Background: an optimization exercise with open tools, aiming at a short achievable clock period and few clock cycles. Do not read the settings as production practice. The RTL was checked by simulation tests, not by an equivalence proof against the original design. No activity file was given, so power comes from the tool's default toggle rates.

==> design.v <==
`timescale 1ns/1ps
module CPU (clk, rst, go, imem_addr, imem_rdata, dmem_addr, dmem_wdata,
            dmem_we, dmem_rdata, led, halted);
   input         clk;
   input         rst;
   input         go;
   output [9:0]  imem_addr;
   input  [31:0] imem_rdata;
   output [9:0]  dmem_addr;
   output [31:0] dmem_wdata;
   output        dmem_we;
   input  [31:0] dmem_rdata;
   output [31:0] led;
   output        halted;
   reg  [31:0] pc_f;
   reg         x_valid;
   reg  [31:0] x_ir;
   reg  [31:0] x_imm;        
   reg  [31:0] x_pc;
   reg  [31:0] x_pc4;
   reg  [31:0] x_pnext;      
   reg         x_pbtb;       
   reg  [31:1] x_s1;         
   reg  [31:1] x_s2;
   reg         x_fm1, x_fw1, x_fm2, x_fw2;    
   reg         x_hz;         
   reg  [4:0]  x_rd;         
   reg         x_ld, x_st, x_jal, x_jalr, x_sys, x_link;
   reg         x_beq, x_bne, x_blt;
   reg         x_rr;         
   reg         x_sub;        
   reg         x_quirk;      
   reg         x_sel_add, x_sel_log, x_sel_shf, x_sel_lt;
   reg  [1:0]  x_log;        
   reg         x_ltu;
   reg         x_sra;
   reg         x_right;
   reg  [4:0]  m_rd;         
   reg  [31:0] m_add;
   reg  [31:0] m_log;
   reg  [31:0] m_shf;
   reg         m_lt;
   reg         m_sel_add, m_sel_log, m_sel_shf, m_sel_lt;
   reg         m_ld;
   reg         m_lhu;
   reg         m_a1;
   reg  [9:0]  dmem_addr_r;
   reg  [31:0] dmem_wdata_r;
   reg         dmem_we_r;
   reg  [4:0]  w_rd;
   reg  [31:0] w_alu;
   reg  [31:0] w_mem;
   reg         w_ld;
   reg         w_lhu;
   reg         w_a1;
   reg  [31:0] led_r;
   reg         halted_r;
   assign imem_addr  = pc_f[11:2];
   assign dmem_addr  = dmem_addr_r;
   assign dmem_wdata = dmem_wdata_r;
   assign dmem_we    = dmem_we_r;
   assign led        = led_r;
   assign halted     = halted_r;
   localparam NB = 16;
   reg  [NB-1:0] btb_v;
   reg  [5:0]    btb_tag [0:NB-1];
   reg  [9:0]    btb_tgt [0:NB-1];
   wire [3:0]    f_idx  = pc_f[5:2];
   wire          f_hit  = btb_v[f_idx] && (btb_tag[f_idx] == pc_f[11:6]);
   wire [31:0]   f_tgt  = {pc_f[31:12], btb_tgt[f_idx], 2'b00};
   wire [31:0]   f_pc4  = pc_f + 32'd4;
   wire [31:0] m_val  = ({32{m_sel_add}} & m_add) | ({32{m_sel_log}} & m_log) |
                        ({32{m_sel_shf}} & m_shf) | {31'd0, m_sel_lt & m_lt};
   wire [31:0] w_half = {16'd0, w_a1 ? w_mem[31:16] : w_mem[15:0]};
   wire [31:0] w_val  = w_ld ? (w_lhu ? w_half : w_mem) : w_alu;
   reg  [31:0] rf1, rf2;
   wire [31:0] rf [1:31];
   genvar gi;
   generate
      for (gi = 1; gi < 32; gi = gi + 1) begin : gen_rf
         reg [31:0] r;
         always @(posedge clk)
            if (w_rd == gi) r <= w_val;
         assign rf[gi] = r;
      end
   endgenerate
   integer k;
   always @(*) begin
      rf1 = 32'd0;
      rf2 = 32'd0;
      for (k = 1; k < 32; k = k + 1) begin
         rf1 = rf1 | ({32{x_s1[k]}} & rf[k]);
         rf2 = rf2 | ({32{x_s2[k]}} & rf[k]);
      end
   end
   wire [31:0] opa = x_fm1 ? m_val : x_fw1 ? w_val : rf1;
   wire [31:0] opb = x_fm2 ? m_val : x_fw2 ? w_val : rf2;
   wire stall  = (x_valid & x_hz) | (halted_r & ~go);
   wire x_go   = x_valid & ~stall;
   wire [31:0] alu_b   = x_rr ? opb : x_imm;
   wire [31:0] addsub;
   wire        carry;
   ks_add32 u_alu (.a(opa), .b(alu_b ^ {32{x_sub}}), .cin(x_sub), .s(addsub), .cout(carry));
   wire        lt_s    = (opa[31] ^ alu_b[31]) ? opa[31] : addsub[31];
   wire        lt_u    = ~carry;
   wire [4:0]  shamt   = alu_b[4:0];
   wire [31:0] sll     = opa << shamt;
   wire [31:0] srx     = $signed({x_sra & opa[31], opa}) >>> shamt;
   wire [31:0] logic_r = x_link ? x_pc4 :
                         (x_log == 2'd0) ? (opa ^ alu_b) :
                         (x_log == 2'd2) ? (opa | alu_b) : (opa & alu_b);
   wire        eq      = (opa == opb);
   wire        taken   = (x_beq & eq) | (x_bne & ~eq) | (x_blt & lt_s);
   wire [31:0] base    = x_quirk ? x_pc4 : opa;
   wire [31:0] sum;
   ks_add32 u_agu (.a(base), .b(x_imm), .cin(1'b0), .s(sum), .cout());
   wire [31:0] rel;
   ks_add32 u_rel (.a(x_pc), .b(x_imm), .cin(1'b0), .s(rel), .cout());
   wire        jump    = taken | x_jal;
   wire        ok_rel  = (rel == x_pnext);
   wire        ok_seq  = (x_pc4 == x_pnext);
   wire        mis     = jump ? ~ok_rel : ~ok_seq;
   wire        redirect = x_go & (x_jalr | mis);
   wire [31:0] target  = x_jalr ? {sum[31:1], 1'b0} : jump ? rel : x_pc4;
   wire        btb_set = x_go & taken & ~x_imm[31] & mis;
   wire        btb_clr = x_go & x_pbtb & mis;
   wire        ecall_go = x_go & x_sys;
   wire        disp     = (opa == 32'd34);
   wire [31:0] in     = imem_rdata;
   wire [6:0]  in_opc = in[6:0];
   wire [2:0]  in_f3  = in[14:12];
   wire        in_op  = (in_opc == 7'b0110011);
   wire        in_opi = (in_opc == 7'b0010011);
   wire        in_ld  = (in_opc == 7'b0000011);
   wire        in_st  = (in_opc == 7'b0100011);
   wire        in_br  = (in_opc == 7'b1100011);
   wire        in_jal = (in_opc == 7'b1101111);
   wire        in_jalr = (in_opc == 7'b1100111);
   wire        in_sys = (in_opc == 7'b1110011) && !in[21];
   wire        in_alu = in_op | in_opi;
   wire        in_u1  = in_op | in_opi | in_ld | in_st | in_br | in_jalr | in_sys;
   wire        in_u2  = in_op | in_st | in_br | in_sys;
   wire        in_wr  = in_op | in_opi | in_ld | in_jal | in_jalr;
   wire [4:0]  in_rd  = (in_wr && in[11:7] != 5'd0) ? in[11:7] : 5'd0;
   wire [4:0]  in_rs1 = in_sys ? 5'd17 : in[19:15];
   wire [4:0]  in_rs2 = in_sys ? 5'd10 : in[24:20];
   wire [31:0] in_imm = in_st  ? {{20{in[31]}}, in[31:25], in[11:7]} :
                        in_br  ? {{19{in[31]}}, in[31], in[7], in[30:25], in[11:8], 1'b0} :
                        in_jal ? {{11{in[31]}}, in[31], in[19:12], in[20], in[30:21], 1'b0} :
                                 {{20{in[31]}}, in[31:20]};
   wire        f_stat = (in_opc == 7'b1101111) | ((in_opc == 7'b1100011) & in[31]);
   wire [31:0] f_off  = in[3] ? {{11{in[31]}}, in[31], in[19:12], in[20], in[30:21], 1'b0}
                              : {{19{in[31]}}, in[31], in[7], in[30:25], in[11:8], 1'b0};
   wire [31:0] f_star;
   ks_add32 u_fst (.a(pc_f), .b(f_off), .cin(1'b0), .s(f_star), .cout());
   wire [31:0] f_next = f_stat ? f_star : f_hit ? f_tgt : f_pc4;
   wire [4:0]  nm_rd  = x_valid ? x_rd : 5'd0;
   always @(posedge clk or posedge rst) begin
      if (rst) begin
         pc_f    <= 32'd0;
         x_valid <= 1'b0;
      end else if (redirect) begin
         pc_f    <= target;
         x_valid <= 1'b0;
      end else if (!stall) begin
         pc_f    <= f_next;
         x_valid <= 1'b1;
      end
   end
   always @(posedge clk) begin
      if (!stall) begin
         x_ir      <= in;
         x_imm     <= in_imm;
         x_pc      <= pc_f;
         x_pc4     <= f_pc4;
         x_pnext   <= f_next;
         x_pbtb    <= ~f_stat & f_hit;
         for (k = 1; k < 32; k = k + 1) begin
            x_s1[k] <= (in_rs1 == k);
            x_s2[k] <= (in_rs2 == k);
         end
         x_rd      <= in_rd;
         x_ld      <= in_ld;
         x_st      <= in_st;
         x_jal     <= in_jal;
         x_jalr    <= in_jalr;
         x_sys     <= in_sys;
         x_link    <= in_jal | in_jalr;
         x_beq     <= in_br & (in_f3 == 3'd0);
         x_bne     <= in_br & (in_f3 == 3'd1);
         x_blt     <= in_br & (in_f3 == 3'd4);
         x_rr      <= in_op | in_br;
         x_sub     <= in_br | (in_op & in[30] & (in_f3 == 3'd0)) | (in_f3 == 3'd2) | (in_f3 == 3'd3);
         x_quirk   <= in_jalr & (in[11:7] == in[19:15]) & (in[11:7] != 5'd0);
         x_sel_add <= in_alu & (in_f3 == 3'd0);
         x_sel_shf <= in_alu & (in_f3 == 3'd1 || in_f3 == 3'd5);
         x_sel_lt  <= in_alu & (in_f3 == 3'd2 || in_f3 == 3'd3);
         x_sel_log <= (in_alu & (in_f3 == 3'd4 || in_f3 == 3'd6 || in_f3 == 3'd7)) | in_jal | in_jalr;
         x_log     <= {in_f3[1], in_f3[0]};
         x_ltu     <= in_f3[0];
         x_sra     <= in[30];
         x_right   <= in_f3[2];
         x_fm1     <= (nm_rd != 5'd0) && (nm_rd == in_rs1);
         x_fm2     <= (nm_rd != 5'd0) && (nm_rd == in_rs2);
         x_fw1     <= (m_rd != 5'd0) && (m_rd == in_rs1);
         x_fw2     <= (m_rd != 5'd0) && (m_rd == in_rs2);
         x_hz      <= x_valid && x_ld && (nm_rd != 5'd0) &&
                      ((in_u1 && nm_rd == in_rs1) || (in_u2 && nm_rd == in_rs2));
      end else begin
         x_fm1  <= 1'b0;
         x_fm2  <= 1'b0;
         x_fw1  <= x_fm1;
         x_fw2  <= x_fm2;
         x_hz   <= 1'b0;
      end
   end
   reg          u_set, u_clr;
   reg  [3:0]   u_idx;
   reg  [5:0]   u_tag;
   reg  [9:0]   u_tgt;
   always @(posedge clk or posedge rst) begin
      if (rst) begin
         u_set <= 1'b0;
         u_clr <= 1'b0;
         btb_v <= {NB{1'b0}};
      end else begin
         u_set <= btb_set;
         u_clr <= btb_clr;
         if (u_set)
            btb_v[u_idx] <= 1'b1;
         else if (u_clr)
            btb_v[u_idx] <= 1'b0;
      end
   end
   always @(posedge clk) begin
      u_idx <= x_pc[5:2];
      u_tag <= x_pc[11:6];
      u_tgt <= rel[11:2];
      if (u_set) begin
         btb_tag[u_idx] <= u_tag;
         btb_tgt[u_idx] <= u_tgt;
      end
   end
   always @(posedge clk or posedge rst) begin
      if (rst) begin
         m_rd      <= 5'd0;
         m_ld      <= 1'b0;
         dmem_we_r <= 1'b0;
         w_rd      <= 5'd0;
         w_ld      <= 1'b0;
         led_r     <= 32'd0;
         halted_r  <= 1'b0;
      end else begin
         m_rd      <= x_go ? x_rd : 5'd0;
         m_ld      <= x_go & x_ld;
         dmem_we_r <= x_go & x_st;
         w_rd      <= m_rd;
         w_ld      <= m_ld;
         if (ecall_go & disp)
            led_r <= opb;
         halted_r  <= (halted_r & ~go) | (ecall_go & ~disp);
      end
   end
   always @(posedge clk) begin
      m_add        <= addsub;
      m_log        <= logic_r;
      m_shf        <= x_right ? srx : sll;
      m_lt         <= x_ltu ? lt_u : lt_s;
      m_sel_add    <= x_sel_add;
      m_sel_log    <= x_sel_log;
      m_sel_shf    <= x_sel_shf;
      m_sel_lt     <= x_sel_lt;
      m_lhu        <= (x_ir[14:12] == 3'd5);
      m_a1         <= sum[1];
      dmem_addr_r  <= sum[11:2];
      dmem_wdata_r <= opb;
      w_alu        <= m_val;
      w_mem        <= dmem_rdata;
      w_lhu        <= m_lhu;
      w_a1         <= m_a1;
   end
endmodule
module ks_add32 (a, b, cin, s, cout);
   input  [31:0] a;
   input  [31:0] b;
   input         cin;
   output [31:0] s;
   output        cout;
   wire [31:0] p0 = a ^ b;
   wire [31:0] g [0:5];
   wire [31:0] p [0:5];
   assign g[0] = {a[31:1] & b[31:1], (a[0] & b[0]) | (p0[0] & cin)};
   assign p[0] = p0;
   genvar l, i;
   generate
      for (l = 1; l <= 5; l = l + 1) begin : lvl
         for (i = 0; i < 32; i = i + 1) begin : bt
            if (i >= (1 << (l - 1))) begin : op
               assign g[l][i] = g[l-1][i] | (p[l-1][i] & g[l-1][i - (1 << (l - 1))]);
               assign p[l][i] = p[l-1][i] & p[l-1][i - (1 << (l - 1))];
            end else begin : pass
               assign g[l][i] = g[l-1][i];
               assign p[l][i] = p[l-1][i];
            end
         end
      end
   endgenerate
   assign s    = p0 ^ {g[5][30:0], cin};
   assign cout = g[5][31];
endmodule
==> flow/run.sh <==
#!/bin/bash
# The standard layout, with timing repair aimed at a much shorter period than
# the 25 ns the design is signed off at (the constraints are unchanged; only
# repair_timing's setup margin is raised), and with the resizer free to pick
# cells of any footprint.
set -euo pipefail
cd "$(dirname "$0")/.."
export SETUP_SLACK_MARGIN=19
bash standard.sh MATCH_CELL_FOOTPRINT=0 finish > standard_flow.log 2>&1
==> standard.sh <==
#!/bin/bash
# synth_recipe.tcl (not shown) runs the flow's synth.tcl, then flattens the netlist and writes it again
# the make line also repeats each setting of config.mk as NAME=value (left out here)
make -C /OpenROAD-flow-scripts/flow DESIGN_CONFIG=/design/flow/config.mk WORK_HOME=/design/flow/orfs CLKGATE_MAP_FILE= SYNTH_SCRIPT=/design/flow/synth_recipe.tcl "${@:-finish}"
==> config.mk <==
export PLATFORM = sky130hd
export DESIGN_NAME = CPU
export DESIGN_NICKNAME = CPU
export VERILOG_FILES = /design/flow/design.v
export SDC_FILE = /design/flow/constraint.sdc
export NUM_CORES = 4
export LEC_CHECK = 0
export CAP_MARGIN = 20
export CORE_MARGIN = 2
export CORE_UTILIZATION = 40
export SLEW_MARGIN = 20
==> constraint.sdc <==
create_clock -name core_clock -period 25.0 [get_ports {clk}]
set_input_delay 5.0000 -clock core_clock [delete_from_list [all_inputs] [get_ports {clk}]]
set_output_delay 5.0000 -clock core_clock [all_outputs]
set_load 0.01 [all_outputs]
==> flow_metrics.env, run 1 <==
export IMPL_cp_start_kind="input port"
export IMPL_syn_cell_area_sq_um=84700
export IMPL_grt_usage_pct=35.3
export IMPL_hpwlAfterDp_um=231000
export IMPL_period_share_pct=30.9
export IMPL_ctsLongestPathBuffers=3
export IMPL_overflow=0
export IMPL_dieHeight_um=464
export IMPL_syn_to_final_growth_pct=21.1
export IMPL_viasPerCell=7.01
export IMPL_insertion_delay_ns=0.90
export IMPL_hp_start="m_a1"
export IMPL_drt_first_pass_iters=13
export IMPL_yosysWarnings=2
export IMPL_finalSetupViolations=0
export IMPL_syn_inst=6725
export IMPL_fmax_ghz=0.129
export IMPL_synth_area_leaders="edfxtp_1, dfxtp_1, a22oi_1"
export IMPL_fin_crit_ns=7.72
export IMPL_tns_ns=0
export IMPL_cts_buffers=186
export IMPL_drt_wl_total_um=395000
export IMPL_die_w_um=464
export IMPL_syn_nets=6988
export IMPL_synth_top_flop_cell="edfxtp_1"
export IMPL_grt_max_degree=67
export IMPL_p_per_area_nw_per_um2=94.9
export IMPL_required_ns=25.75
export IMPL_crit_path_end_kind="register"
export IMPL_drv_cap=0
export IMPL_nFillCells=18062
export IMPL_io_pin_count=153
export IMPL_cp_max_fo=6
export IMPL_yosys_register_bits=1783
export IMPL_cts_sink_count=1783
export IMPL_antenna_found_initial=27
export IMPL_hp_class="register to register"
export IMPL_synth_edf_count=1450
export IMPL_post_place_ws_ns=14.85
export IMPL_drc=0
export IMPL_clk_pin_slew_ns=0.06
export IMPL_slew_headroom_pct=16.8
export IMPL_drv_slew=0
export IMPL_syn_area_per_cell_sq_um=12.6
export IMPL_ys_seq_area_share_pct=59.9
export IMPL_worstRegToRegCells=26
export IMPL_mostFrequentLayoutCells="edfxtp_1, nand2_1, buf_4"
export IMPL_reg2reg_to="pc_f[30]"
export IMPL_vias=71649
export IMPL_crit_type="input port to register"
export IMPL_io_buffers=152
export IMPL_hold_viol_final=0
export IMPL_dieArea_sq_um=215000
export IMPL_fin_area_sq_um=103000
export IMPL_drive_gt1_share_pct=20.6
export IMPL_fin_skew_ns=0.120
export IMPL_postRouteAntennaNets=0
export IMPL_worstReg2RegStart="x_s1[20]"
export IMPL_async_flop_share_pct=5.44
export IMPL_placed_cell_area_sq_um=90600
export IMPL_setup_slack_ns=17.28
export IMPL_num_rows=168
export IMPL_min_path_cells=0
export IMPL_grt_setup_unrepaired="true"
export IMPL_clockRootBuffer="clkbuf_16"
export IMPL_vdd_drop_max_uv=94.8
export IMPL_grt_first_pass_wirelength_um=533000
export IMPL_layout_commonest_cell="edfxtp_1"
export IMPL_yosys_cell_types_count=97
export IMPL_holdPathEnd="w_a1"
export IMPL_drt_initial_drc_count=14536
export IMPL_power_leakage_nw=37.9
export IMPL_cts_tree="done"
export IMPL_cp_arrival_ns=8.48
export IMPL_fin_nets=7513
export IMPL_status="timing/DRC/antenna clean"
export IMPL_yosysTopAreaCellShare_pct=51.4
export IMPL_worst_slew_pin_slew_ns=1.24
export IMPL_avgRoutedWirePerCell_um=38.6
export IMPL_htreeDepth=4
export IMPL_start_util_pct=40.3
export IMPL_place_gp_congestion=1.00
export IMPL_r2r_slack_ns=18.03
export IMPL_grt_pass1_vias=66881
export IMPL_core_sq_um=210000
export IMPL_yosysTopAreaCell="edfxtp_1"
==> worst max-delay path, cell delays in order <==
cell,delay (ns)
buf_16,0.12
buf_6,0.12
mux2i_4,0.17
buf_4,0.15
fa_2,0.41
nor2b_4,0.17
o31ai_4,0.09
a211oi_2,0.26
o211ai_1,0.14
buf_4,0.17
a311oi_4,0.35
o21bai_2,0.14
a31oi_2,0.18
a211o_1,0.17
a21oi_2,0.06
xnor2_2,0.14
o31ai_2,0.26
nand3_1,0.14
o221ai_2,0.20
a21oi_2,0.04
==> stage by stage <==
step,hold slack [ns],utilization (%),total power [mW],std cells
2_1_floorplan,0.310,-,5.40,6725
3_3_place_gp,0.333,43.1,6.42,9544
3_5_place_dp,0.325,43.1,6.44,9544
4_1_cts,0.337,48.0,9.47,10112
5_1_grt,0.355,48.8,9.99,10213
6_report,0.341,48.8,9.73,10227
==> worst max-delay path by stage <==
stage,cells past startpoint,start,slack [ns],end
final,20,imem_rdata[3],17.28,pc_f[31]
after global placement,20,imem_rdata[3],14.81,pc_f[31]
after CTS,21,imem_rdata[3],17.44,pc_f[31]
after floorplan,20,imem_rdata[3],16.72,pc_f[31]
after global routing,20,imem_rdata[3],17.17,pc_f[30]
after detailed placement,20,imem_rdata[3],14.85,pc_f[31]
==> layer usage <==
metal  vias to the layer above  track usage [%]  routed length (um)
met3                      1909             15.3               67600
met1                     34965             45.6              138000
li1                      27549                -                   -
met4                        37             22.5               33400
met2                      7189             47.9              155000
met5                         -            0.312                 566
==> kinds of logic after synthesis <==
group                      Yosys count  share of synthesized area, %
AOI/OAI and AO/OA                 2001                          17.2
DFF                               1783                          59.9
and+or+nand+nor                   1466                          8.14
buffers and inverters              619                          2.95
muxes                              355                          5.73
xor gates and xnor gates           305                          3.17
adders and majority gates          196                          2.93
==> final cells by class <==
type / instances / area [sq um] / share of cell area (%)
Sequential cell: 1783 / 50800 / 49.5
Clock inverter: 107 / 1270 / 1.24
Multi-Input combinational cell: 4327 / 33400 / 32.6
Clock buffer: 238 / 4990 / 4.87
Antenna cell: 15 / 37.5 / 0.0366
Timing Repair inverter: 3 / 33.8 / 0.0330
Inverter: 207 / 861 / 0.840
Timing Repair Buffer: 742 / 7670 / 7.48
Tap cell: 2805 / 3510 / 3.42
==> cells in the mapped netlist, types with 37 or more instances <==
cell type  number
edfxtp_1     1450
nand2_1       478
a22oi_1       416
a21oi_1       385
nor2_1        358
a221oi_1      312
a22o_1        306
dfxtp_1       236
clkbuf_1      212
inv_1         200
xnor2_1       198
ha_1          192
o21ai_0       186
mux2i_1       177
nand4_1       152
nand3_1       144
xor2_1        106
buf_2          99
dfrtp_1        97
buf_1          90
nor3_1         89
mux4_2         87
a21o_1         78
mux2_2         72
a211oi_1       54
nand2b_1       44
nor2b_1        40
and3_1         37
==> registers in the layout, summed over array words and instances (netlist names), 6 cells and up, named ones only <==
register      cells
dmem_addr_r      10
w_mem            32
m_log            32
x_s1             31
w_alu            32
u_tgt            10
m_add            32
x_imm            21
btb_tgt         160
pc_f             32
x_pc4            30
u_tag             6
btb_tag          96
m_shf            32
dmem_wdata_r     32
gen_rf.r        992
led_r            32
x_pnext          32
x_pc             32
x_s2             31
==> repair_timing <==
action,in CTS,in global routing
endpoints found under the hold margin,0,0
resized for setup,798,200
setup endpoints to repair,554,226
setup buffers,191,97
gates cloned,32,3
pin swaps,81,95
hold buffers,0,0
==> power by group <==
group	total, mW	internal (mW)	switching (mW)
Clock	2.87	1.61	1.25
Combinational	3.07	1.22	1.85
Sequential	3.79	3.52	0.272
Total	9.73	6.35	3.38
Testbench counts, summed over its fixed seeds: cycles 41,672.
==> inputs of run 2 (changes only) <==
--- a/design.v
+++ b/design.v
@@ -14,2 +14,39 @@
    output        halted;
+   function [32:0] ks32;
+      input [31:0] a;
+      input [31:0] b;
+      input        cin;
+      reg   [31:0] p0, g, p, gn, pn;
+      integer      l, i;
+      begin
+         p0 = a ^ b;
+         g  = a & b;
+         g[0] = g[0] | (p0[0] & cin);
+         p  = p0;
+         for (l = 0; l < 5; l = l + 1) begin
+            for (i = 0; i < 32; i = i + 1) begin
+               if (i >= (1 << l)) begin
+                  gn[i] = g[i] | (p[i] & g[i - (1 << l)]);
+                  pn[i] = p[i] & p[i - (1 << l)];
+               end else begin
+                  gn[i] = g[i];
+                  pn[i] = p[i];
+               end
+            end
+            g = gn;
+            p = pn;
+         end
+         ks32 = {g[31], p0 ^ {g[30:0], cin}};
+      end
+   endfunction
+   function [31:0] ks32s;
+      input [31:0] a;
+      input [31:0] b;
+      input        cin;
+      reg   [32:0] r;
+      begin
+         r = ks32(a, b, cin);
+         ks32s = r[31:0];
+      end
+   endfunction
    reg  [31:0] pc_f;
@@ -102,3 +139,3 @@
    wire        carry;
-   ks_add32 u_alu (.a(opa), .b(alu_b ^ {32{x_sub}}), .cin(x_sub), .s(addsub), .cout(carry));
+   assign {carry, addsub} = ks32(opa, alu_b ^ {32{x_sub}}, x_sub);
    wire        lt_s    = (opa[31] ^ alu_b[31]) ? opa[31] : addsub[31];
@@ -115,5 +152,5 @@
    wire [31:0] sum;
-   ks_add32 u_agu (.a(base), .b(x_imm), .cin(1'b0), .s(sum), .cout());
+   assign sum = ks32s(base, x_imm, 1'b0);
    wire [31:0] rel;
-   ks_add32 u_rel (.a(x_pc), .b(x_imm), .cin(1'b0), .s(rel), .cout());
+   assign rel = ks32s(x_pc, x_imm, 1'b0);
    wire        jump    = taken | x_jal;
@@ -138,6 +175,7 @@
    wire        in_jalr = (in_opc == 7'b1100111);
-   wire        in_sys = (in_opc == 7'b1110011) && !in[21];
+   wire        in_sys = in[6] & in[4] & !in[21];
+   wire        in_ctl = in[6] & ~in[4];
    wire        in_alu = in_op | in_opi;
-   wire        in_u1  = in_op | in_opi | in_ld | in_st | in_br | in_jalr | in_sys;
-   wire        in_u2  = in_op | in_st | in_br | in_sys;
+   wire        in_u1  = ~in[3];
+   wire        in_u2  = in[5] & ~in[2];
    wire        in_wr  = in_op | in_opi | in_ld | in_jal | in_jalr;
@@ -150,8 +188,9 @@
                                  {{20{in[31]}}, in[31:20]};
-   wire        f_stat = (in_opc == 7'b1101111) | ((in_opc == 7'b1100011) & in[31]);
+   wire        f_stat = in_ctl & (in[3] | (~in[2] & in[31]));
    wire [31:0] f_off  = in[3] ? {{11{in[31]}}, in[31], in[19:12], in[20], in[30:21], 1'b0}
                               : {{19{in[31]}}, in[31], in[7], in[30:25], in[11:8], 1'b0};
-   wire [31:0] f_star;
-   ks_add32 u_fst (.a(pc_f), .b(f_off), .cin(1'b0), .s(f_star), .cout());
-   wire [31:0] f_next = f_stat ? f_star : f_hit ? f_tgt : f_pc4;
+   wire [11:0] f_star;
+   ks_add12 u_fst (.a(pc_f[11:0]), .b(f_off[11:0]), .s(f_star));
+   wire [31:0] f_next = f_stat ? {pc_f[31:12], f_star} :
+                        f_hit  ? f_tgt : f_pc4;
    wire [4:0]  nm_rd  = x_valid ? x_rd : 5'd0;
@@ -282,12 +321,10 @@
 endmodule
-module ks_add32 (a, b, cin, s, cout);
-   input  [31:0] a;
-   input  [31:0] b;
-   input         cin;
-   output [31:0] s;
-   output        cout;
-   wire [31:0] p0 = a ^ b;
-   wire [31:0] g [0:5];
-   wire [31:0] p [0:5];
-   assign g[0] = {a[31:1] & b[31:1], (a[0] & b[0]) | (p0[0] & cin)};
+module ks_add12 (a, b, s);
+   input  [11:0] a;
+   input  [11:0] b;
+   output [11:0] s;
+   wire [11:0] p0 = a ^ b;
+   wire [11:0] g [0:4];
+   wire [11:0] p [0:4];
+   assign g[0] = a & b;
    assign p[0] = p0;
@@ -295,4 +332,4 @@
    generate
-      for (l = 1; l <= 5; l = l + 1) begin : lvl
-         for (i = 0; i < 32; i = i + 1) begin : bt
+      for (l = 1; l <= 4; l = l + 1) begin : lvl
+         for (i = 0; i < 12; i = i + 1) begin : bt
             if (i >= (1 << (l - 1))) begin : op
@@ -307,4 +344,3 @@
    endgenerate
-   assign s    = p0 ^ {g[5][30:0], cin};
-   assign cout = g[5][31];
+   assign s = p0 ^ {g[4][10:0], 1'b0};
 endmodule
--- a/config.mk
+++ b/config.mk
@@ -11 +11,2 @@
 export SLEW_MARGIN = 20
+export SYNTH_HIERARCHICAL = 1
==> run 2 against run 1 <==
Effect of this change:
- total power increased by 38%
- synthesized cell count decreased by 2.1%
- sequential power is 12% higher
- first-iteration DRC count down 2.2%
- non-clock buffer count decreased by 33
- wire length up 1.1%
- design area increased by 0.36%
- setup slack improved by 1.2 ns
- clock skew fell by 0.046 ns
- combinational power is 110% higher
- critical endpoint is now imem_addr[2]
- largest power group is now combinational cells
==> flow_metrics.env, run 2 <==
export IMPL_status="timing/DRC/antenna clean"
export IMPL_crit_type="register to primary output"
export IMPL_ctsLongestPathBuffers=3
export IMPL_fin_area_sq_um=103000
export IMPL_dp_cells=9360
export IMPL_period_share_pct=26.2
export IMPL_drt_first_pass_iters=13
export IMPL_max_stage_delay_ns=0.42
export IMPL_grt_use_met3_pct=14.5
export IMPL_cp_start_kind="register"
export IMPL_drive_gt1_share_pct=22.7
export IMPL_avgRoutedWirePerCell_um=39.7
export IMPL_antenna_found_initial=29
export IMPL_finalSetupViolations=0
export IMPL_ys_seq_area_share_pct=59.9
export IMPL_drt_wl_total_um=399000
export IMPL_required_ns=20.00
export IMPL_tns_ns=0
export IMPL_hp_class="register to register"
export IMPL_hold_viol_final=0
export IMPL_slew_headroom_pct=19.0
export IMPL_layout_commonest_cell="edfxtp_1"
export IMPL_drv_slew=0
export IMPL_htreeDepth=4
export IMPL_clk_pin_slew_ns=0.07
export IMPL_viasPerCell=7.01
export IMPL_syn_cell_area_sq_um=84600
export IMPL_crit_buf_inv=2
export IMPL_crit_path_end_kind="primary output"
export IMPL_cts_sink_count=1783
export IMPL_cts_buffers=187
export IMPL_synth_top_flop_cell="edfxtp_1"
export IMPL_fin_crit_ns=6.55
export IMPL_clockRootBuffer="clkbuf_16"
export IMPL_syn_area_per_cell_sq_um=12.9
export IMPL_regMostFlops="gen_rf.r"
export IMPL_grt_setup_unrepaired="true"
export IMPL_insertion_delay_ns=0.90
export IMPL_grt_busiest_layer="met2"
export IMPL_place_gp_congestion=1.01
export IMPL_fin_skew_ns=0.0739
export IMPL_largest_reg_flops=992
export IMPL_postRouteAntennaNets=0
export IMPL_drv_cap=0
export IMPL_yosysTopAreaCellShare_pct=51.5
export IMPL_overflow=0
export IMPL_grt_usage_pct=35.5
export IMPL_grt_pass1_vias=65503
export IMPL_yosysTopAreaCell="edfxtp_1"
export IMPL_drc=0
export IMPL_vdd_drop_max_uv=86.8
export IMPL_fin_nets=7316
export IMPL_grt_max_degree=90
export IMPL_syn_to_final_growth_pct=21.6
export IMPL_core_sq_um=210000
export IMPL_mostFrequentLayoutCells="edfxtp_1, nand2_1, a22oi_1"
export IMPL_cts_tree="done"
export IMPL_vias=70464
export IMPL_post_place_ws_ns=16.30
export IMPL_yosysWarnings=8
export IMPL_finalNonFillerCells=10047
export IMPL_setup_slack_ns=18.45
export IMPL_dieArea_sq_um=215000
export IMPL_grtUsageMet2_pct=48.6
export IMPL_hpwlAfterDp_um=239000
export IMPL_r2r_slack_ns=18.62
export IMPL_synth_area_leaders="edfxtp_1, dfxtp_1, a221oi_1"
export IMPL_yosysMostFrequentCell="edfxtp_1"
export IMPL_yosys_register_bits=1783
export IMPL_cp_arrival_ns=1.55
export IMPL_synth_common_cells="edfxtp_1, nand2_1, a22oi_1, a21oi_1, a221oi_1"
export IMPL_globalRouteMet1Util_pct=46.6
export IMPL_dieHeight_um=464
export IMPL_p_per_area_nw_per_um2=131
export IMPL_cp_max_fo=2
export IMPL_async_flop_share_pct=5.44
export IMPL_finish_utilization_pct=49.0
export IMPL_io_pin_count=153
export IMPL_die_w_um=464
export IMPL_start_util_pct=40.3
export IMPL_crit_chain="buf_12 > buf_6"
export IMPL_top_regs="gen_rf.r x992, btb_tgt x160, btb_tag x96"
export IMPL_synth_edf_count=1450
export IMPL_syn_inst=6581
export IMPL_power_leakage_nw=37.0
export IMPL_worst_slew_pin_slew_ns=1.20
export IMPL_placed_cell_area_sq_um=90600
export IMPL_num_rows=168
export IMPL_syn_nets=6825
export IMPL_grt_first_pass_wirelength_um=534000
export IMPL_drt_initial_drc_count=14221
export IMPL_io_buffers=152
export IMPL_fmax_ghz=0.153
export IMPL_critical_path_top_delay_family="flip-flops"
export IMPL_cpMaxStageDelayCell="dfrtp_2"
export IMPL_yosys_cell_types_count=105
-- run 2: worst paths after layout --
check                               end  startpoint  cells after the start
setup / recovery           imem_addr[2]     pc_f[4]                      2
hold / removal                    w_lhu       m_lhu                      0
setup reg to reg               pc_f[24]    x_s1[10]                     26
hold reg to reg                   w_lhu       m_lhu                      0
max in group asynchronous     led_r[10]         rst                      3
min in group asynchronous       pc_f[5]         rst                      2
-- run 2: final cells by class --
class                           instances  area (sq um)
Antenna cell                           11          27.5
Clock buffer                          233          4970
Clock inverter                        115          1110
Fill cell                           18053        107000
Inverter                              213           873
Multi-Input combinational cell       4167         33900
Sequential cell                      1783         50800
Tap cell                             2805          3510
Timing Repair Buffer                  709          7690
Timing Repair inverter                 11          55.1
-- run 2: Yosys stat by module, one instance, submodules excluded --
module    times used  flops+latches
ks_add12           1              0
CPU                1           1783
-- run 2: what timing repair did --
action,in CTS,in global routing
hold buffers,0,0
pin swaps,82,87
gates cloned,37,9
setup endpoints to repair,510,144
resized for setup,890,232
setup buffers,179,102
-- run 2: power breakdown --
group	internal (mW)	total (mW)	switching (mW)
combinational	2.33	6.40	4.07
clock	1.54	2.81	1.26
sequential	3.86	4.23	0.374
-- run 2: per-layer routing --
layer / routed length, um / share of wire [%] / up-vias
li1: - / - / 27117
met1: 141000 / 35 / 34348
met2: 156000 / 39 / 7062
met3: 67700 / 17 / 1917
met4: 33600 / 8.4 / 20
met5: 307 / 0.077 / -
-- run 2: cell families (layout without fill, tap and decap cells) --
group | Yosys count | in the layout | share of synthesized area [%]
adder cells (fa/ha/maj) | 177 | 177 | 2.65
other | 1 | 12 | 0.00443
AO/OA/AOI/OAI | 1900 | 1904 | 16.9
XOR/XNOR | 326 | 326 | 3.42
flip-flops | 1783 | 1783 | 59.9
buffers and inverters | 638 | 1281 | 2.98
AND/OR/NAND/NOR | 1335 | 1335 | 7.64
multiplexers | 421 | 424 | 6.48
-- run 2: stage by stage --
step                      power (mW)  hold slack, ns
after global routing            13.7           0.325
after CTS                       12.8           0.299
after floorplan                 7.29           0.310
final                           13.4           0.306
after detailed placement        9.42           0.315
after global placement          9.39           0.313
-- run 2: worst register-to-register path, stage by stage (launching register included) --
cell and delay (ns):
edfxtp_1 0.45, buf_6 0.27, buf_6 0.29, a22o_1 0.28, a221oi_1 0.31, nand4_1 0.22, nor3_4 0.55, a21oi_2 0.12
mux2i_1 0.24, inv_1 0.11, ha_1 0.36, a21oi_2 0.19, o21ai_1 0.11, a21oi_2 0.12, nor2_1 0.06, o211ai_1 0.25
a21oi_2 0.10, a211o_4 0.36, nor4_4 0.25, a211oi_4 0.10, nand3_4 0.14, and4b_2 0.30, buf_12 0.14, mux2_4 0.35
a21oi_4 0.29, buf_12 0.19, o211ai_1 0.11
Testbench counts of run 2, summed over its fixed seeds: cycles 41,672.
==> inputs of run 3 (changes only) <==
--- a/design.v
+++ b/design.v
@@ -52,2 +52,3 @@
    reg  [31:0] pc_f;
+   reg  [11:0] last_link;
    reg         x_valid;
@@ -159,3 +160,9 @@
    wire        mis     = jump ? ~ok_rel : ~ok_seq;
-   wire        redirect = x_go & (x_jalr | mis);
+   wire [31:0] jd0, jd1;
+   assign jd0 = ks32s(x_pnext, ~x_imm, 1'b1);
+   assign jd1 = ks32s({x_pnext[31:1], 1'b1}, ~x_imm, 1'b1);
+   wire        ok_jq   = (x_pc4 == jd0) | (x_pc4 == jd1);
+   wire        ok_jr   = (opa == jd0) | (opa == jd1);
+   wire        ok_j    = x_quirk ? ok_jq : ok_jr;
+   wire        redirect = x_go & (x_jalr ? ~ok_j : mis);
    wire [31:0] target  = x_jalr ? {sum[31:1], 1'b0} : jump ? rel : x_pc4;
@@ -193,3 +200,11 @@
    ks_add12 u_fst (.a(pc_f[11:0]), .b(f_off[11:0]), .s(f_star));
+   wire        f_jalr = in_ctl & ~in[3] & in[2];
+   wire        f_qk   = (in[11:7] == in[19:15]) & (in[11:7] != 5'd0);
+   wire [31:0] f_immi = {{20{in[31]}}, in[31:20]};
+   wire [11:0] f_jq, f_jl;
+   ks_add12 u_fjq (.a(f_pc4[11:0]), .b(f_immi[11:0]), .s(f_jq));
+   ks_add12 u_fjl (.a(last_link), .b(f_immi[11:0]), .s(f_jl));
+   wire [11:0] f_jt   = f_qk ? {f_jq[11:1], 1'b0} : {f_jl[11:1], 1'b0};
    wire [31:0] f_next = f_stat ? {pc_f[31:12], f_star} :
+                        f_jalr ? {pc_f[31:12], f_jt} :
                         f_hit  ? f_tgt : f_pc4;
@@ -197,2 +212,8 @@
    always @(posedge clk or posedge rst) begin
+      if (rst)
+         last_link <= 12'd0;
+      else if (!stall && (in_opc == 7'b1101111 || f_jalr) && in[11:7] != 5'd0)
+         last_link <= f_pc4[11:0];
+   end
+   always @(posedge clk or posedge rst) begin
       if (rst) begin
==> run 3 against run 2 <==
Effect of this change:
- setup slack got worse by 0.023 ns
- design area is 6.5% higher
- final cell count up 12%
- highest routed layer unchanged
- non-clock buffer count rose by 95
- die area up 5.7%
- global-route usage increased by 0.78 points
- largest cell class unchanged
- synthesized cell count increased by 15%
- synthesized area increased by 5.8%
- sequential power rose by 3%
==> flow_metrics.env, run 3 <==
export IMPL_status="timing/DRC/antenna clean"
export IMPL_io_buffers=152
export IMPL_grt_setup_unrepaired="true"
export IMPL_fmax_ghz=0.152
export IMPL_grt_pass1_vias=70878
export IMPL_drv_cap=0
export IMPL_cp_start_kind="input port"
export IMPL_fin_crit_ns=6.57
export IMPL_largest_reg_flops=992
export IMPL_overflow=0
export IMPL_grt_max_degree=88
export IMPL_insertion_delay_ns=0.90
export IMPL_htreeDepth=4
export IMPL_period_share_pct=26.3
export IMPL_grt_first_pass_wirelength_um=580000
export IMPL_fin_area_sq_um=110000
export IMPL_syn_nets=7855
export IMPL_cts_tree="done"
export IMPL_drive_gt1_share_pct=20.2
export IMPL_layout_commonest_cell="edfxtp_1"
export IMPL_crit_path_end_kind="register"
export IMPL_io_pin_count=153
export IMPL_power_leakage_nw=39.9
export IMPL_cp_arrival_ns=7.28
export IMPL_drt_initial_drc_count=14821
export IMPL_syn_area_per_cell_sq_um=11.8
export IMPL_cp_max_fo=5
export IMPL_cts_hold_buf=0
export IMPL_ctsLongestPathBuffers=3
export IMPL_fin_skew_ns=0.107
export IMPL_worst_slew_pin_slew_ns=1.34
export IMPL_p_per_area_nw_per_um2=134
export IMPL_mostFrequentLayoutCells="edfxtp_1, nand2_1, buf_4"
export IMPL_tns_ns=0
export IMPL_nFillCells=19515
export IMPL_hpwlAfterDp_um=262000
export IMPL_vias=77429
export IMPL_viasPerCell=6.88
export IMPL_start_util_pct=40.3
export IMPL_hold_viol_final=0
export IMPL_placed_cell_area_sq_um=95600
export IMPL_num_rows=173
export IMPL_grt_usage_pct=36.2
export IMPL_clk_pin_slew_ns=0.06
export IMPL_syn_to_final_growth_pct=22.4
export IMPL_dieArea_sq_um=228000
export IMPL_dieHeight_um=477
export IMPL_die_w_um=477
export IMPL_core_sq_um=222000
export IMPL_vdd_drop_max_uv=89.5
export IMPL_yosysWarnings=8
export IMPL_crit_type="input port to register"
export IMPL_hp_class="register to register"
export IMPL_drt_first_pass_iters=14
export IMPL_antenna_found_initial=24
export IMPL_fin_nets=8392
export IMPL_finalSetupViolations=0
export IMPL_top_regs="gen_rf.r x992, btb_tgt x160, btb_tag x96"
export IMPL_clockRootBuffer="clkbuf_16"
export IMPL_cts_buffers=191
export IMPL_slew_headroom_pct=10.3
export IMPL_syn_cell_area_sq_um=89500
export IMPL_avgRoutedWirePerCell_um=39.0
export IMPL_cts_sink_count=1795
export IMPL_syn_inst=7554
export IMPL_drt_wl_total_um=439000
export IMPL_finish_utilization_pct=49.3
export IMPL_required_ns=25.71
export IMPL_drc=0
export IMPL_postRouteAntennaNets=0
export IMPL_regMostFlops="gen_rf.r"
export IMPL_drv_slew=0
export IMPL_place_gp_congestion=0.995
-- run 3: report_power, final --
group          internal, mW  total [mW]  switching, mW
Combinational          2.72        7.36           4.64
Sequential             3.88        4.34          0.464
Clock                  1.67        2.96           1.29
-- run 3: metal layers --
layer,global-route usage (%),vias up,part of all wire [%]
met2,50.9,7149,40
met4,21.5,18,8.3
met3,12.5,1871,16
li1,-,30401,-
met5,0,-,0.034
met1,48.1,37990,36
-- run 3: cell type report --
class                   instances  area (sq um)  area share [%]
clock inverters               111          1330            1.21
well taps                    2975          3720            3.40
clock buffers                 248          5170            4.72
multi-input cells            5040         38400            35.1
repair buffers                804          8710            7.95
diodes                         21          52.6          0.0480
repair inverters                4          32.5          0.0297
inverters                     255          1040           0.948
flip-flops and latches       1795         51100            46.6
-- run 3: path summary, 6_finish.rpt --
kind / slack [ns] / end / startpoint / cells after the start
hold / removal: 0.31 / w_lhu / m_lhu / 0
setup / recovery: 18.43 / pc_f[10] / imem_rdata[27] / 13
hold reg to reg: 0.31 / w_lhu / m_lhu / 0
setup reg to reg: 18.93 / pc_f[4] / x_fw2 / 26
min in group asynchronous: 4.70 / asynchronous set/reset pin / rst / 2
max in group asynchronous: 19.22 / pc_f[4] / rst / 4
-- run 3: critical path: stages --
cell and delay (ns):
clkbuf_2 0.18, ha_1 0.38, a21o_1 0.21, a21oi_1 0.19, nand4_1 0.17, a21oi_1 0.20, xnor2_1 0.08, mux2i_1 0.14
nor2_1 0.06, a21oi_1 0.14, a21oi_1 0.10, nor3b_1 0.15, a221o_1 0.28
-- run 3: through the flow --
stage / power [mW] / hold WS (ns) / setup WS (ns) / instances
2_1_floorplan: 8.01 / 0.310 / 17.82 / 7554
3_5_place_dp: 10.5 / 0.315 / 16.32 / 10484
3_3_place_gp: 10.5 / 0.313 / 16.31 / 10482
4_1_cts: 13.9 / 0.326 / 18.45 / 10996
5_1_grt: 15.0 / 0.331 / 18.33 / 11237
6_report: 14.7 / 0.312 / 18.43 / 11253
-- run 3: what timing repair did --
action,CTS,global route
buffers inserted,134,208
cloned,19,27
endpoints found under the setup margin,481,224
pin swaps,76,118
gates resized for setup,867,392
Testbench counts of run 3, summed over its fixed seeds: cycles 40,710.
==> inputs of run 4 (changes only) <==
--- a/design.v
+++ b/design.v
@@ -52,3 +52,3 @@
    reg  [31:0] pc_f;
-   reg  [11:0] last_link;
+   reg  [11:2] last_link;
    reg         x_valid;
@@ -196,6 +196,8 @@
    wire        f_stat = in_ctl & (in[3] | (~in[2] & in[31]));
-   wire [31:0] f_off  = in[3] ? {{11{in[31]}}, in[31], in[19:12], in[20], in[30:21], 1'b0}
-                              : {{19{in[31]}}, in[31], in[7], in[30:25], in[11:8], 1'b0};
-   wire [11:0] f_star;
-   ks_add12 u_fst (.a(pc_f[11:0]), .b(f_off[11:0]), .s(f_star));
+   wire [11:2] f_offj = {in[20], in[30:22]};
+   wire [11:2] f_offb = {in[7], in[30:25], in[11:9]};
+   wire [11:2] f_sj, f_sb;
+   ks_add10 u_fsj (.a(pc_f[11:2]), .b(f_offj), .s(f_sj));
+   ks_add10 u_fsb (.a(pc_f[11:2]), .b(f_offb), .s(f_sb));
+   wire [11:2] f_star = in[3] ? f_sj : f_sb;
    wire        f_jalr = in_ctl & ~in[3] & in[2];
@@ -203,8 +205,8 @@
    wire [31:0] f_immi = {{20{in[31]}}, in[31:20]};
-   wire [11:0] f_jq, f_jl;
-   ks_add12 u_fjq (.a(f_pc4[11:0]), .b(f_immi[11:0]), .s(f_jq));
-   ks_add12 u_fjl (.a(last_link), .b(f_immi[11:0]), .s(f_jl));
-   wire [11:0] f_jt   = f_qk ? {f_jq[11:1], 1'b0} : {f_jl[11:1], 1'b0};
-   wire [31:0] f_next = f_stat ? {pc_f[31:12], f_star} :
-                        f_jalr ? {pc_f[31:12], f_jt} :
+   wire [11:2] f_jq, f_jl;
+   ks_add10 u_fjq (.a(f_pc4[11:2]), .b(f_immi[11:2]), .s(f_jq));
+   ks_add10 u_fjl (.a(last_link), .b(f_immi[11:2]), .s(f_jl));
+   wire [11:2] f_jt   = f_qk ? f_jq : f_jl;
+   wire [31:0] f_next = f_stat ? {pc_f[31:12], f_star, 2'b00} :
+                        f_jalr ? {pc_f[31:12], f_jt, 2'b00} :
                         f_hit  ? f_tgt : f_pc4;
@@ -213,5 +215,5 @@
       if (rst)
-         last_link <= 12'd0;
+         last_link <= 10'd0;
       else if (!stall && (in_opc == 7'b1101111 || f_jalr) && in[11:7] != 5'd0)
-         last_link <= f_pc4[11:0];
+         last_link <= f_pc4[11:2];
    end
@@ -342,9 +344,9 @@
 endmodule
-module ks_add12 (a, b, s);
-   input  [11:0] a;
-   input  [11:0] b;
-   output [11:0] s;
-   wire [11:0] p0 = a ^ b;
-   wire [11:0] g [0:4];
-   wire [11:0] p [0:4];
+module ks_add10 (a, b, s);
+   input  [9:0] a;
+   input  [9:0] b;
+   output [9:0] s;
+   wire [9:0] p0 = a ^ b;
+   wire [9:0] g [0:4];
+   wire [9:0] p [0:4];
    assign g[0] = a & b;
@@ -354,3 +356,3 @@
       for (l = 1; l <= 4; l = l + 1) begin : lvl
-         for (i = 0; i < 12; i = i + 1) begin : bt
+         for (i = 0; i < 10; i = i + 1) begin : bt
             if (i >= (1 << (l - 1))) begin : op
@@ -365,3 +367,3 @@
    endgenerate
-   assign s = p0 ^ {g[4][10:0], 1'b0};
+   assign s = p0 ^ {g[4][8:0], 1'b0};
 endmodule
==> run 4 against run 3 <==
Effect of this change:
- clock-buffer cell count decreased by 11
- synthesized area increased by 2.7%
- sequential power about the same
- total power increased by 1.3%
- critical path depth increased by 6
- design area about the same
- non-clock buffer count decreased by 126
- wire length increased by 0.20%
- register-to-register slack got worse by 0.49 ns
- first-iteration DRC count increased by 5.5%
- combinational power increased by 3.8%
- worst hold slack improved by 0.024 ns
- critical path type is now register to register
==> flow_metrics.env, run 4 <==
export IMPL_fin_skew_ns=0.109
export IMPL_place_gp_congestion=1.01
export IMPL_dieHeight_um=483
export IMPL_dieArea_sq_um=234000
export IMPL_cpMaxStageDelayCell="and4bb_2"
export IMPL_grt_pass1_vias=74164
export IMPL_post_place_ws_ns=15.96
export IMPL_yosys_register_bits=1793
export IMPL_worst_slew_pin_slew_ns=1.24
export IMPL_num_rows=175
export IMPL_cts_tree="done"
export IMPL_cp_max_fo=20
export IMPL_avgRoutedWirePerCell_um=38.5
export IMPL_die_w_um=483
export IMPL_p_sw_mw=6.68
export IMPL_synth_common_cells="edfxtp_1, nand2_1, a22oi_1, nor2_1, a21oi_1"
export IMPL_clk_pin_slew_ns=0.06
export IMPL_yosys_cell_types_count=110
export IMPL_ys_seq_area_share_pct=55.4
export IMPL_fin_area_sq_um=110000
export IMPL_hold_viol_final=0
export IMPL_grtUsageMet2_pct=48.8
export IMPL_grt_first_pass_wirelength_um=593000
export IMPL_start_util_pct=40.3
export IMPL_grt_usage_pct=35.9
export IMPL_pwr_share_seq_pct=29.1
export IMPL_synth_area_leaders="edfxtp_1, dfxtp_1, a22oi_1"
export IMPL_p_comb_share_pct=51.4
export IMPL_syn_area_per_cell_sq_um=11.7
export IMPL_drt_initial_drc_count=15635
export IMPL_p_per_area_nw_per_um2=135
export IMPL_layout_commonest_cell="edfxtp_1"
export IMPL_regMostFlops="gen_rf.r"
export IMPL_viasPerCell=6.97
export IMPL_top_regs="gen_rf.r x992, btb_tgt x160, btb_tag x96"
export IMPL_syn_to_final_growth_pct=19.2
export IMPL_drv_cap=0
export IMPL_grt_max_degree=78
export IMPL_finalNonFillerCells=11422
export IMPL_vias=79635
export IMPL_cp_start_kind="register"
export IMPL_drt_first_pass_iters=12
export IMPL_yosysMostFrequentCell="edfxtp_1"
export IMPL_required_ns=25.73
export IMPL_setup_slack_ns=18.44
export IMPL_antenna_found_initial=27
export IMPL_hp_class="register to register"
export IMPL_overflow=0
export IMPL_postRouteAntennaNets=0
export IMPL_dp_cells=10762
export IMPL_yosysTopAreaCell="edfxtp_1"
export IMPL_crit_type="register to register"
export IMPL_yosysWarnings=8
export IMPL_async_flop_share_pct=5.97
export IMPL_grt_setup_unrepaired="true"
export IMPL_hpwlAfterDp_um=273000
export IMPL_placed_cell_area_sq_um=98000
export IMPL_fin_crit_ns=6.56
export IMPL_fin_nets=8537
export IMPL_htreeDepth=4
export IMPL_grt_busiest_layer="met2"
export IMPL_yosysTopAreaCellShare_pct=47.4
export IMPL_swShare_pct=45.0
export IMPL_period_share_pct=26.2
export IMPL_io_buffers=152
export IMPL_crit_chain="buf_4 > buf_6 > a22o_1 > a221oi_1 > nand3_1 > o31a_1 > a21o_1 > clkinvlp_4 > a21oi_1 > a31oi_1 > and4bb_2 > nand4_1 > and3_2 > a311o_1 > buf_4 > a21o_4 > buf_12 > a221o_1 > a31oi_1"
export IMPL_tns_ns=0
export IMPL_finalSetupViolations=0
export IMPL_globalRouteMet1Util_pct=47.5
export IMPL_drc=0
export IMPL_ctsLongestPathBuffers=3
export IMPL_drt_wl_total_um=440000
export IMPL_cts_sink_count=1793
export IMPL_drv_slew=0
export IMPL_core_sq_um=228000
export IMPL_intPower_mw=8.16
export IMPL_p_clk_share_pct=19.4
export IMPL_vdd_drop_max_uv=100
export IMPL_cts_buffers=188
export IMPL_mostFrequentLayoutCells="edfxtp_1, nand2_1, a22oi_1"
export IMPL_hold_slack_ns=0.335
export IMPL_slew_headroom_pct=17.4
export IMPL_status="timing/DRC/antenna clean"
export IMPL_cp_arrival_ns=7.29
export IMPL_grt_use_met3_pct=14.0
export IMPL_syn_cell_area_sq_um=91900
export IMPL_clockRootBuffer="clkbuf_16"
export IMPL_crit_path_end_kind="register"
export IMPL_syn_inst=7838
export IMPL_largest_reg_flops=992
export IMPL_insertion_delay_ns=0.91
export IMPL_syn_nets=8143
export IMPL_max_stage_delay_ns=0.56
export IMPL_synth_edf_count=1450
export IMPL_io_pin_count=153
export IMPL_drive_gt1_share_pct=19.0
export IMPL_power_leakage_nw=40.0
export IMPL_cts_hold_buf=0
export IMPL_fmax_ghz=0.152
export IMPL_synth_top_flop_cell="edfxtp_1"
run 4: what timing repair did:
item                                    CTS  global route
endpoints found under the setup margin  491           199
cloned                                   17            10
buffers inserted                        117           144
pin swaps                                64            93
gates resized for setup                 686           427
run 4: power groups by stage:
stage,sequential [mW],combinational (mW),clock [mW]
floorplan,4.13,4.17,0
global placement,4.37,6.48,0
detailed placement,4.38,6.51,0
CTS,4.29,6.89,2.88
global route,4.33,7.86,3.01
finish,4.32,7.64,2.89
run 4: final cells by class:
type | instances | area, sq um
clock inverters | 119 | 1260
well taps | 3009 | 3760
repair buffers | 678 | 6800
multi-input cells | 5286 | 40500
diodes | 15 | 37.5
inverters | 275 | 1150
flip-flops and latches | 1793 | 51000
clock buffers | 237 | 5010
repair inverters | 10 | 68.8
fillers | 20044 | 118000
run 4: Yosys stat by module, one instance, submodules excluded:
module	times used	flip-flops and latches	area (sq um)
CPU	1	1793	90200
ks_add10	4	0	438
run 4: final timing paths:
kind | startpoint | endpoint | slack (ns) | cells after the start
worst max-delay path | x_s1[22] | pc_f[25] | 18.44 | 19
worst min-delay path | x_sel_log | m_sel_log | 0.34 | 0
worst max register to register | x_s1[22] | pc_f[25] | 18.44 | 19
worst min register to register | x_sel_log | m_sel_log | 0.34 | 0
max in group asynchronous | rst | pc_f[4] | 19.33 | 3
min in group asynchronous | rst | asynchronous set/reset pin | 4.43 | 2
run 4: through the flow:
stage | utilization, % | power [mW]
global route | 48.1 | 15.2
floorplan | - | 8.30
finish | 48.1 | 14.8
global placement | 43.0 | 10.9
CTS | 46.7 | 14.1
detailed placement | 43.0 | 10.9
run 4: cell families (layout without fill, tap and decap cells):
group / after synthesis / in the layout / share of synthesized area [%]
multiplexers: 361 / 361 / 4.68
AND/OR/NAND/NOR: 1850 / 1856 / 9.70
AO/OA/AOI/OAI: 2367 / 2367 / 18.8
adder cells (fa/ha/maj): 238 / 238 / 3.31
other: 0 / 15 / 0
flip-flops: 1793 / 1793 / 55.4
buffers and inverters: 765 / 1319 / 3.41
XOR/XNOR: 464 / 464 / 4.70
run 4: per-layer routing:
metal,part of all wire [%],up-vias
met3,16,1876
met2,39,7516
met5,0.071,-
li1,-,31381
met1,36,38840
met4,8.0,22
run 4: critical path: cells and delay by family, from the launching register on:
| kind | cells | cell delay [ns] |
|---|---|---|
| flip-flops | 1 | 0.33 |
| buffers and inverters | 5 | 1.79 |
| AO/OA/AOI/OAI | 10 | 2.92 |
| AND/OR/NAND/NOR | 4 | 1.33 |
Testbench counts of run 4, summed over its fixed seeds: cycles 40,710.
==> inputs of run 5 (changes only) <==
--- a/flow/run.sh
+++ b/flow/run.sh
@@ -7,3 +7,3 @@
 cd "$(dirname "$0")/.."
-export SETUP_SLACK_MARGIN=19
+export SETUP_SLACK_MARGIN=19.4
 bash standard.sh MATCH_CELL_FOOTPRINT=0 finish > standard_flow.log 2>&1
==> run 5 against run 4 <==
Effect of this change:
- highest routed layer unchanged
- via count is 1.9% higher
- final cell count is 0.88% higher
- sequential share of layout area is 0.75 points lower
==> flow_metrics.env, run 5 <==
export IMPL_status="timing/DRC/antenna clean"
export IMPL_top_regs="gen_rf.r x992, btb_tgt x160, btb_tag x96"
export IMPL_required_ns=20.00
export IMPL_tns_ns=0
export IMPL_core_sq_um=228000
export IMPL_finalSetupViolations=0
export IMPL_vias=81150
export IMPL_overflow=0
export IMPL_multi_input_area_sq_um=41000
export IMPL_drv_slew=0
export IMPL_pwr_share_seq_pct=28.6
export IMPL_grt_pass1_vias=74912
export IMPL_worst_slew_pin_slew_ns=1.18
export IMPL_ys_seq_area_share_pct=55.4
export IMPL_yosysMostFrequentCell="edfxtp_1"
export IMPL_yosysWarnings=8
export IMPL_clk_pin_slew_ns=0.06
export IMPL_synth_edf_count=1450
export IMPL_vdd_drop_max_uv=74.8
export IMPL_p_sw_mw=6.81
export IMPL_drt_first_pass_iters=13
export IMPL_finalNonFillerCells=11522
export IMPL_syn_nets=8143
export IMPL_globalRouteMet1Util_pct=48.5
export IMPL_regMostFlops="gen_rf.r"
export IMPL_cts_tree="done"
export IMPL_avgRoutedWirePerCell_um=39.2
export IMPL_yosysTopAreaCellShare_pct=47.4
export IMPL_cts_hold_buf=0
export IMPL_grtUsageMet2_pct=50.4
export IMPL_layout_commonest_cell="edfxtp_1"
export IMPL_fmax_ghz=0.153
export IMPL_finish_utilization_pct=48.9
export IMPL_dieArea_sq_um=234000
export IMPL_fin_crit_ns=6.54
export IMPL_start_util_pct=40.3
export IMPL_drv_cap=0
export IMPL_dp_cells=10771
export IMPL_power_leakage_nw=40.8
export IMPL_grt_use_met3_pct=15.5
export IMPL_setup_slack_ns=18.46
export IMPL_cp_max_fo=2
export IMPL_syn_area_per_cell_sq_um=11.7
export IMPL_syn_cell_area_sq_um=91900
export IMPL_fin_nets=8627
export IMPL_intPower_mw=8.29
export IMPL_yosys_register_bits=1793
export IMPL_period_share_pct=26.2
export IMPL_crit_chain="buf_6"
export IMPL_crit_type="register to primary output"
export IMPL_drc=0
export IMPL_yosys_cell_types_count=110
export IMPL_critical_path_top_delay_family="flip-flops"
export IMPL_viasPerCell=7.04
export IMPL_worstRegToRegCells=18
export IMPL_crit_buf_inv=1
export IMPL_grt_busiest_layer="met2"
export IMPL_largest_reg_flops=992
export IMPL_cp_start_kind="register"
export IMPL_htreeDepth=4
export IMPL_place_gp_congestion=1.02
export IMPL_mostFrequentLayoutCells="edfxtp_1, nand2_1, a22oi_1"
export IMPL_seq_area_sq_um=51000
export IMPL_postRouteAntennaNets=0
export IMPL_nFillCells=20016
export IMPL_cts_buffers=190
export IMPL_syn_to_final_growth_pct=21.2
export IMPL_slew_headroom_pct=21.5
export IMPL_die_w_um=483
export IMPL_cpMaxStageDelayCell="dfrtp_4"
export IMPL_swShare_pct=45.1
export IMPL_dieHeight_um=483
export IMPL_grt_first_pass_wirelength_um=606000
export IMPL_synth_common_cells="edfxtp_1, nand2_1, a22oi_1, nor2_1, a21oi_1"
export IMPL_grt_max_degree=82
export IMPL_io_pin_count=153
export IMPL_num_rows=175
export IMPL_clockRootBuffer="clkbuf_16"
export IMPL_yosysTopAreaCell="edfxtp_1"
export IMPL_p_per_area_nw_per_um2=136
export IMPL_ctsLongestPathBuffers=3
export IMPL_drive_gt1_share_pct=20.5
export IMPL_min_path_cells=0
export IMPL_syn_inst=7838
export IMPL_synth_area_leaders="edfxtp_1, dfxtp_1, a22oi_1"
export IMPL_hpwlAfterDp_um=273000
export IMPL_grt_usage_pct=36.9
export IMPL_drt_initial_drc_count=14758
export IMPL_hold_viol_final=0
export IMPL_antenna_found_initial=24
export IMPL_synth_top_flop_cell="edfxtp_1"
export IMPL_p_comb_share_pct=52.0
export IMPL_drt_wl_total_um=452000
export IMPL_fin_skew_ns=0.0958
export IMPL_cp_arrival_ns=1.54
export IMPL_async_flop_share_pct=5.97
export IMPL_insertion_delay_ns=0.93
export IMPL_grt_setup_unrepaired="true"
export IMPL_worst_path_stages=1
export IMPL_io_buffers=152
export IMPL_hp_class="register to register"
export IMPL_cts_sink_count=1793
export IMPL_post_place_ws_ns=16.17
export IMPL_crit_path_end_kind="primary output"
export IMPL_max_stage_delay_ns=0.52
export IMPL_p_clk_share_pct=19.4
[run 5: cell counts after synthesis]
No cell type changed its count.
[run 5: cell families (layout without fill, tap and decap cells)]
kind of cell	after synthesis	after routing	synth area share [%]
other	0	30	0
muxes	361	361	4.68
AOI/OAI and AO/OA	2367	2368	18.8
adders and majority gates	238	238	3.31
xor gates and xnor gates	464	464	4.70
and+or+nand+nor	1850	1858	9.70
buffers and inverters	765	1401	3.41
DFF	1793	1793	55.4
[run 5: metal layers]
| metal | vias up | part of all wire (%) |
|---|---|---|
| met5 | - | 0.11 |
| met4 | 21 | 8.2 |
| met3 | 2029 | 17 |
| met2 | 7936 | 39 |
| met1 | 39605 | 36 |
| li1 | 31559 | - |
[run 5: worst paths after layout]
| kind | start | end | slack (ns) |
|---|---|---|---|
| max in group asynchronous | rst | asynchronous set/reset pin | 19.54 |
| min reg2reg | x_sel_log | m_sel_log | 0.35 |
| min | x_sel_log | m_sel_log | 0.35 |
| max | pc_f[3] | imem_addr[1] | 18.46 |
| min in group asynchronous | rst | last_link[2] | 4.63 |
| max reg2reg | x_s1[21] | pc_f[18] | 18.66 |
[run 5: worst reg2reg max path, stage by stage, from the launching register on]
cell      delay [ns]
edfxtp_1        0.52
buf_4           0.64
a22o_1          0.30
a221oi_1        0.07
and4_1          0.35
a21o_1          0.27
o21ai_1         0.14
buf_4           0.28
inv_1           0.20
xnor2_1         0.27
nor4_2          0.48
a41o_1          0.45
nand4_1         0.32
and3_2          0.49
a311o_1         0.45
a21o_4          0.25
buf_12          0.15
a32o_1          0.24
a311o_1         0.31
[run 5: what timing repair did]
action / CTS / global route
pin swaps: 132 / 105
setup endpoints to repair: 587 / 246
resized for setup: 1017 / 253
setup buffers: 226 / 101
cloned: 33 / 8
[run 5: final cells by class]
cell class,count,area share (%)
diodes,30,0.0674
clock buffers,247,4.64
clock inverters,106,1.10
inverters,275,1.01
multi-input cells,5289,36.8
flip-flops and latches,1793,45.8
well taps,3009,3.38
repair buffers,764,7.18
repair inverters,9,0.0573
[run 5: modules after synthesis, one instance, submodules excluded]
module / area, sq um / cells / flip-flops and latches / times used
CPU: 90200 / 7634 / 1793 / 1
ks_add10: 438 / 51 / 0 / 4
[run 5: stage by stage]
stage | power [mW] | hold slack (ns) | area (sq um)
after global placement | 10.9 | 0.332 | 98200
after floorplan | 8.30 | 0.310 | 93000
after global routing | 15.4 | 0.364 | 111000
after CTS | 14.4 | 0.344 | 109000
after detailed placement | 11.0 | 0.334 | 98200
final | 15.1 | 0.351 | 111000
[run 5: power groups by stage]
stage / Combinational, mW / Sequential, mW / Clock, mW
after global routing: 8.07 / 4.33 / 3.04
after floorplan: 4.17 / 4.13 / 0
after CTS: 7.24 / 4.29 / 2.92
final: 7.85 / 4.33 / 2.93
after detailed placement: 6.59 / 4.37 / 0
after global placement: 6.56 / 4.37 / 0

## re-timing with driven ports
How much do the figures lean on ideal ports? The routed layouts below were timed once more, with nothing changed but the port constraints. Step 1 assumes that a clkbuf_16 drives the clock port and a buf_2 every other input. Step 2 times the ports against the registers' clock, not the clock port: input delays grow and output delays shrink by t, the midpoint of the rising clock arrivals with the driver on. Three values: ideal, step 1, step 2; two values: the first two.
run | t, ns | setup WS [ns] | worst hold slack (ns) | worst setup path at the end | pins driven straight from the clock port
run 1 | 0.932 | 17.275 / 17.307 / 16.374 | 0.341 / 0.341 / 0.341 | input to register | 1
run 2 | 0.957 | 18.449 / 18.352 / 17.545 | 0.306 / 0.306 / 0.306 | input to register | 1
run 3 | 0.943 | 18.426 / 18.368 / 17.425 | 0.312 / 0.312 / 0.312 | input to register | 1
run 4 | 0.944 | 18.441 / 18.368 / 17.607 | 0.335 / 0.335 / 0.335 | input to register | 1
run 5 | 0.958 | 18.457 / 18.377 / 17.650 | 0.351 / 0.351 / 0.351 | input to register | 1
After both steps every run listed still meets setup and hold. For run 3, which loses most, drivers alone change the setup slack by -0.058 ns; drivers and shift together by -1.001 ns.
